From an optimization exercise on the open Yosys and OpenROAD flow, aimed at small area; shortcuts taken in it are not production practice. Only simulation tests tie the RTL to the original design; equivalence was not proved.

build 50:
## mul16_top
module mul16_top(
    input   wire            clk,
    input   wire            a_signed,
    input   wire            b_signed,
    input   wire    [15:0]  mula,
    input   wire    [15:0]  mulb,
    output  reg     [31:0]  p
);
Settings: LEC_CHECK=0, ABC_AREA=1, CAP_MARGIN=20, CORE_MARGIN=2, CORE_UTILIZATION=55, CTS_BUF_LIST=sky130_fd_sc_hd__clkbuf_4 sky130_fd_sc_hd__clkbuf_8, CTS_CLUSTER_SIZE=16, SLEW_MARGIN=20, SYNTH_HIERARCHICAL=1; clock period 6.5 ns.
standard.sh (not shown) runs the stock make flow with config.mk's settings and CLKGATE_MAP_FILE= SYNTH_SCRIPT=/design/flow/synth_recipe.tcl, a recipe that flattens the netlist after the stock synthesis.
==> flow/flow/run.sh <==
#!/bin/bash
# Standard ORFS layout (the standard.sh, unchanged synthesis), except:
#  - the port buffers inserted before global placement are the smallest buffer
#    cell instead of the resizer's default choice;
#  - clock tree synthesis uses clkbuf_4 for the root and the leaves and does
#    not add dummy loads to balance the tree.
# Full make/tool output goes to standard.log; ORFS keeps each step's own log
# under orfs/logs/.
set -euo pipefail
export BUFFER_PORTS_ARGS="-buffer_cell sky130_fd_sc_hd__buf_1"
export CTS_ARGS="-sink_clustering_enable -repair_clock_nets -dont_use_dummy_load -sink_clustering_size 12 -sink_buffer_max_cap_derate 0.5 -root_buf sky130_fd_sc_hd__clkbuf_4 -buf_list {sky130_fd_sc_hd__clkbuf_4}"
bash standard.sh > standard.log 2>&1
Setup changes, build 50 to build 3
==> flow/flow/run.sh <==
#!/bin/bash
# Standard ORFS layout (the standard.sh, unchanged synthesis), except:
#  - the port buffers inserted before global placement are the smallest buffer
#    cell instead of the resizer's default choice;
#  - clock tree synthesis does not add dummy loads to balance the tree;
#  - after global routing, gates off the critical paths are downsized
#    (ORFS RECOVER_POWER step).
# Full make/tool output goes to standard.log; ORFS keeps each step's own log
# under orfs/logs/.
set -euo pipefail
export BUFFER_PORTS_ARGS="-buffer_cell sky130_fd_sc_hd__buf_1"
export CTS_ARGS="-sink_clustering_enable -repair_clock_nets -dont_use_dummy_load -sink_clustering_size 16 -buf_list {sky130_fd_sc_hd__clkbuf_4 sky130_fd_sc_hd__clkbuf_8}"
export RECOVER_POWER=100
bash standard.sh > standard.log 2>&1
[summary]
Build 3 was carried through to the last stage, and its layout satisfied the timing, design-rule and antenna checks. Endpoint required time on the critical path on build 3 is down relative to build 50. Looking at build 3 and build 50, the combined area of the multi-input logic cells is a wash. In the flow results for build 3 and build 50, the layout overhead on the synthesized area is larger on build 3. Against build 50, the final cell area of build 3 is higher. Looking at build 3 and build 50, the sequential share of layout area is a wash. Between build 3 and build 50, the routed via count is higher for build 3. Taking build 50 as the reference, in build 3 final wirelength ~0 delta; critical path depth +4.8%; maximum frequency -about 0.7%.
The following lists how build 98 was set up differently from build 3:
- CORE_UTILIZATION changed from 55 to 70
==> flow/flow/run.sh <==
#!/bin/bash
# Standard ORFS layout (the standard.sh, unchanged synthesis), except:
#  - the port buffers inserted before global placement are the smallest buffer
#    cell instead of the resizer's default choice;
#  - clock tree synthesis does not add dummy loads to balance the tree.
# Full make/tool output goes to standard.log; ORFS keeps each step's own log
# under orfs/logs/.
set -euo pipefail
export BUFFER_PORTS_ARGS="-buffer_cell sky130_fd_sc_hd__buf_1"
export CTS_ARGS="-sink_clustering_enable -repair_clock_nets -dont_use_dummy_load -sink_clustering_size 12 -root_buf sky130_fd_sc_hd__clkbuf_4 -buf_list {sky130_fd_sc_hd__clkbuf_4}"
bash standard.sh > standard.log 2>&1
[summary]
When the final numbers for build 3 and build 98 were put side by side, the final standard cell utilization of the core turned out to be smaller in build 3. Count of filler cells inserted in the layout (build 98 vs. build 3) decreases by more than a quarter. Build 98 — global router's overall resource usage 5.9 points higher, build 3 as reference. | cell area | build 98 vs build 3 | better |. Relative to build 3, the fraction of area in registers of build 98 is higher by 0.19 points. Cmp build 3 and build 98 / post-placement worst setup slack / higher: build 3.

* * *

mul16_top, a different RTL version from the one above (not shown whole).
Size in the first run: about 830 cells after synthesis, ~66 flip-flops, about 8100 sq um of cells after synthesis.
==> flow/config.mk <==
export PLATFORM = sky130hd
export DESIGN_NAME = mul16_top
export DESIGN_NICKNAME = mul16_top
export VERILOG_FILES = /design/flow/design.v
export SDC_FILE = /design/flow/constraint.sdc
export NUM_CORES = 4
export LEC_CHECK = 0
export ABC_AREA = 1
export CAP_MARGIN = 20
export CORE_MARGIN = 2
export CORE_UTILIZATION = 55
export CTS_BUF_LIST = sky130_fd_sc_hd__clkbuf_2 sky130_fd_sc_hd__clkbuf_4 sky130_fd_sc_hd__clkbuf_8
export SLEW_MARGIN = 20
export SYNTH_HIERARCHICAL = 1
==> flow/constraint.sdc <==
create_clock -name core_clock -period 6.5 [get_ports {clk}]
set_input_delay 1.3000 -clock core_clock [delete_from_list [all_inputs] [get_ports {clk}]]
set_output_delay 1.3000 -clock core_clock [all_outputs]
set_load 0.01 [all_outputs]
run.sh (not shown) runs the stock make flow with config.mk's settings and CLKGATE_MAP_FILE= SYNTH_SCRIPT=/design/flow/synth_recipe.tcl, a recipe that flattens the netlist after the stock synthesis.
Stock flow here: none of the scripts above is used.
Rerun with:
CTS_BUF_LIST = sky130_fd_sc_hd__clkbuf_4   (was sky130_fd_sc_hd__clkbuf_2 sky130_fd_sc_hd__clkbuf_4 sky130_fd_sc_hd__clkbuf_8)
CTS_CLUSTER_SIZE = 30   (was not set)
=>
- routed wire length is about the same
- sequential cell count is unchanged
- die area does not change
- via count is lower by 0.43%
- critical path depth does not change
Rerun with:
CTS_BUF_LIST = not set   (was sky130_fd_sc_hd__clkbuf_4)
CTS_CLUSTER_SIZE = not set   (was 30)
Setup slack is better by 0.047 ns.
Utilization is higher by 1.1 points.
Non-clock buffer count does not change.
Final cell count stays the same.
Synthesized area does not change.
Wire length barely changes.

* * *

== run A ==
RTL: one of the versions met above, not the one the previous note started from.
Size: about 780 cells after synthesis, about 66 flip-flops, ~67 I/O pins, roughly 0.0080 mm² of cells after synthesis.
clock: 6.5 ns
lec_check: 0
abc_area: 1
cap_margin: 20
core_margin: 2
core_utilization: 55
cts_buf_list: sky130_fd_sc_hd__clkbuf_4 sky130_fd_sc_hd__clkbuf_8
cts_cluster_size: 16
slew_margin: 20
synth_hierarchical: 1
standard.sh (not shown) runs the stock make flow with config.mk's settings and CLKGATE_MAP_FILE= SYNTH_SCRIPT=/design/flow/synth_recipe.tcl, a recipe that flattens the netlist after the stock synthesis.
==> flow/flow/run.sh <==
#!/bin/bash
# Standard ORFS layout (the standard.sh, unchanged synthesis), except:
#  - the port buffers inserted before global placement are the smallest buffer
#    cell instead of the resizer's default choice;
#  - clock tree synthesis does not add dummy loads to balance the tree.
# Full make/tool output goes to standard.log; ORFS keeps each step's own log
# under orfs/logs/.
set -euo pipefail
export BUFFER_PORTS_ARGS="-buffer_cell sky130_fd_sc_hd__buf_1"
export CTS_ARGS="-sink_clustering_enable -repair_clock_nets -dont_use_dummy_load -sink_clustering_size 12 -root_buf sky130_fd_sc_hd__clkbuf_4 -buf_list {sky130_fd_sc_hd__clkbuf_4}"
bash standard.sh > standard.log 2>&1
The final layout from run A, which completed every stage, passed the timing, design-rule and antenna checks at the end of the flow.
The inputs of run B differ from those of run A as listed below.
diff --git a/flow/flow/run.sh b/flow/flow/run.sh
--- a/flow/flow/run.sh
+++ b/flow/flow/run.sh
@@ -8,4 +8,4 @@
 set -euo pipefail
 export BUFFER_PORTS_ARGS="-buffer_cell sky130_fd_sc_hd__buf_1"
-export CTS_ARGS="-sink_clustering_enable -repair_clock_nets -dont_use_dummy_load -sink_clustering_size 12 -root_buf sky130_fd_sc_hd__clkbuf_4 -buf_list {sky130_fd_sc_hd__clkbuf_4}"
+export CTS_ARGS="-sink_clustering_enable -repair_clock_nets -dont_use_dummy_load -sink_clustering_size 8 -sink_clustering_max_diameter 40 -root_buf sky130_fd_sc_hd__clkbuf_4 -buf_list {sky130_fd_sc_hd__clkbuf_4}"
 bash standard.sh > standard.log 2>&1
## What came out
- No stage failed in run B, and the final checks on the layout all came back clean.
- Diff run A..run B | placed instance count | unchanged
- From run A to run B, largest fanout on the critical path did not move at all.
- As far as critical path depth goes, run B and run A are indistinguishable; the numbers are identical.
- Re effective utilization at floorplan: no difference whatsoever between run A and run B.
- Looking at run B and run A, the final global-route overflow total is a wash.
- Delta (run B minus run A): register bit total from synthesis flat.
- There was hardly any difference in residual antenna-violating net count after detailed routing between run B and run A.
- Reported for run B and run A, maximum achievable frequency turned out identical to the last digit.
- Any difference in routed length per instance between run B and run A is small enough to ignore.
- Post-cts gate resize count across run B and run A: no real change.
diff inputs: run B => run C
diff --git a/flow/flow/run.sh b/flow/flow/run.sh
--- a/flow/flow/run.sh
+++ b/flow/flow/run.sh
@@ -8,4 +8,4 @@
 set -euo pipefail
 export BUFFER_PORTS_ARGS="-buffer_cell sky130_fd_sc_hd__buf_1"
-export CTS_ARGS="-sink_clustering_enable -repair_clock_nets -dont_use_dummy_load -sink_clustering_size 8 -sink_clustering_max_diameter 40 -root_buf sky130_fd_sc_hd__clkbuf_4 -buf_list {sky130_fd_sc_hd__clkbuf_4}"
+export CTS_ARGS="-sink_clustering_enable -repair_clock_nets -dont_use_dummy_load -sink_clustering_size 8 -root_buf sky130_fd_sc_hd__clkbuf_4 -buf_list {sky130_fd_sc_hd__clkbuf_4}"
 bash standard.sh > standard.log 2>&1
## What came out
On maximum single-stage delay on the critical path, run B and run C are neck and neck. Comparing run B against run C, there is no change at all in setup slack. Register-to-register slack across run B and run C: no real change. There was hardly any difference in CTS H-tree depth between run C and run B.
Inputs modified between run C and run D:
diff --git a/flow/flow/run.sh b/flow/flow/run.sh
--- a/flow/flow/run.sh
+++ b/flow/flow/run.sh
@@ -8,4 +8,4 @@
 set -euo pipefail
 export BUFFER_PORTS_ARGS="-buffer_cell sky130_fd_sc_hd__buf_1"
-export CTS_ARGS="-sink_clustering_enable -repair_clock_nets -dont_use_dummy_load -sink_clustering_size 8 -root_buf sky130_fd_sc_hd__clkbuf_4 -buf_list {sky130_fd_sc_hd__clkbuf_4}"
+export CTS_ARGS="-sink_clustering_enable -repair_clock_nets -dont_use_dummy_load -sink_clustering_size 16 -buf_list {sky130_fd_sc_hd__clkbuf_4 sky130_fd_sc_hd__clkbuf_8}"
 bash standard.sh > standard.log 2>&1
- For the final critical-path setup slack, run D came in 0.0057 ns lower than run C did.
- Run D against run C: met2 demand-to-capacity share in global routing neither gained nor lost much, signed area change from the synthesized netlist to the final layout climbed 0.64 points, CTS sink count comparable.
- Total via count after detailed routing on run D is up relative to run C.
### run D -> run E
diff --git a/flow/flow/run.sh b/flow/flow/run.sh
--- a/flow/flow/run.sh
+++ b/flow/flow/run.sh
@@ -8,4 +8,4 @@
 set -euo pipefail
 export BUFFER_PORTS_ARGS="-buffer_cell sky130_fd_sc_hd__buf_1"
-export CTS_ARGS="-sink_clustering_enable -repair_clock_nets -dont_use_dummy_load -sink_clustering_size 16 -buf_list {sky130_fd_sc_hd__clkbuf_4 sky130_fd_sc_hd__clkbuf_8}"
+export CTS_ARGS="-sink_clustering_enable -repair_clock_nets -dont_use_dummy_load -sink_clustering_size 12 -buf_list {sky130_fd_sc_hd__clkbuf_2 sky130_fd_sc_hd__clkbuf_4}"
 bash standard.sh > standard.log 2>&1
Findings:
Final wirelength: run E vs run D — no meaningful difference. Diff run D -> run E: initial detailed-routing violation count went down by about 6%.

==> re-timing with driven ports <==
No port has a modelled driver above. Below, the same layouts with a new extraction and two added sets of constraints. Step 1 assumes that a clkbuf_16 drives the clock port and a buf_2 every other input. Step 2 times the ports against the registers' clock, not the clock port: input delays grow and output delays shrink by t, the midpoint of the rising clock arrivals with the driver on. Slacks: ideal ports / drivers / drivers and shift; pairs: ideal ports / drivers.
run | t (ns) | setup WS [ns] | worst setup path at the end | latest minus earliest clock arrival (ns) | slew at the worst register clock pin (ns)
build 50 | 0.476 | 0.621 / 0.621 / 0.621 | register to register | 0.032 / 0.033 | 0.12 / 0.12
build 3 | 0.401 | 0.580 / 0.580 / 0.580 | register to register | 0.022 / 0.022 | 0.08 / 0.08
build 98 | 0.470 | 0.537 / 0.537 / 0.537 | register to register | 0.040 / 0.040 | 0.12 / 0.12
the first run of note 2 | 0.409 | 0.595 / 0.595 / 0.595 | register to register | 0.016 / 0.016 | 0.08 / 0.08
the second run of note 2 | 0.481 | 0.543 / 0.543 / 0.543 | register to register | 0.019 / 0.019 | 0.12 / 0.12
the third run of note 2 | 0.380 | 0.590 / 0.590 / 0.590 | register to register | 0.011 / 0.011 | 0.06 / 0.06
run A | 0.476 | 0.621 / 0.621 / 0.621 | register to register | 0.032 / 0.033 | 0.12 / 0.12
run B | 0.476 | 0.621 / 0.621 / 0.621 | register to register | 0.032 / 0.033 | 0.12 / 0.12
run C | 0.476 | 0.621 / 0.621 / 0.621 | register to register | 0.032 / 0.033 | 0.12 / 0.12
run D | 0.402 | 0.616 / 0.616 / 0.616 | register to register | 0.022 / 0.023 | 0.08 / 0.08
run E | 0.476 | 0.621 / 0.621 / 0.621 | register to register | 0.032 / 0.033 | 0.12 / 0.12
After both steps every run listed still meets setup and hold.
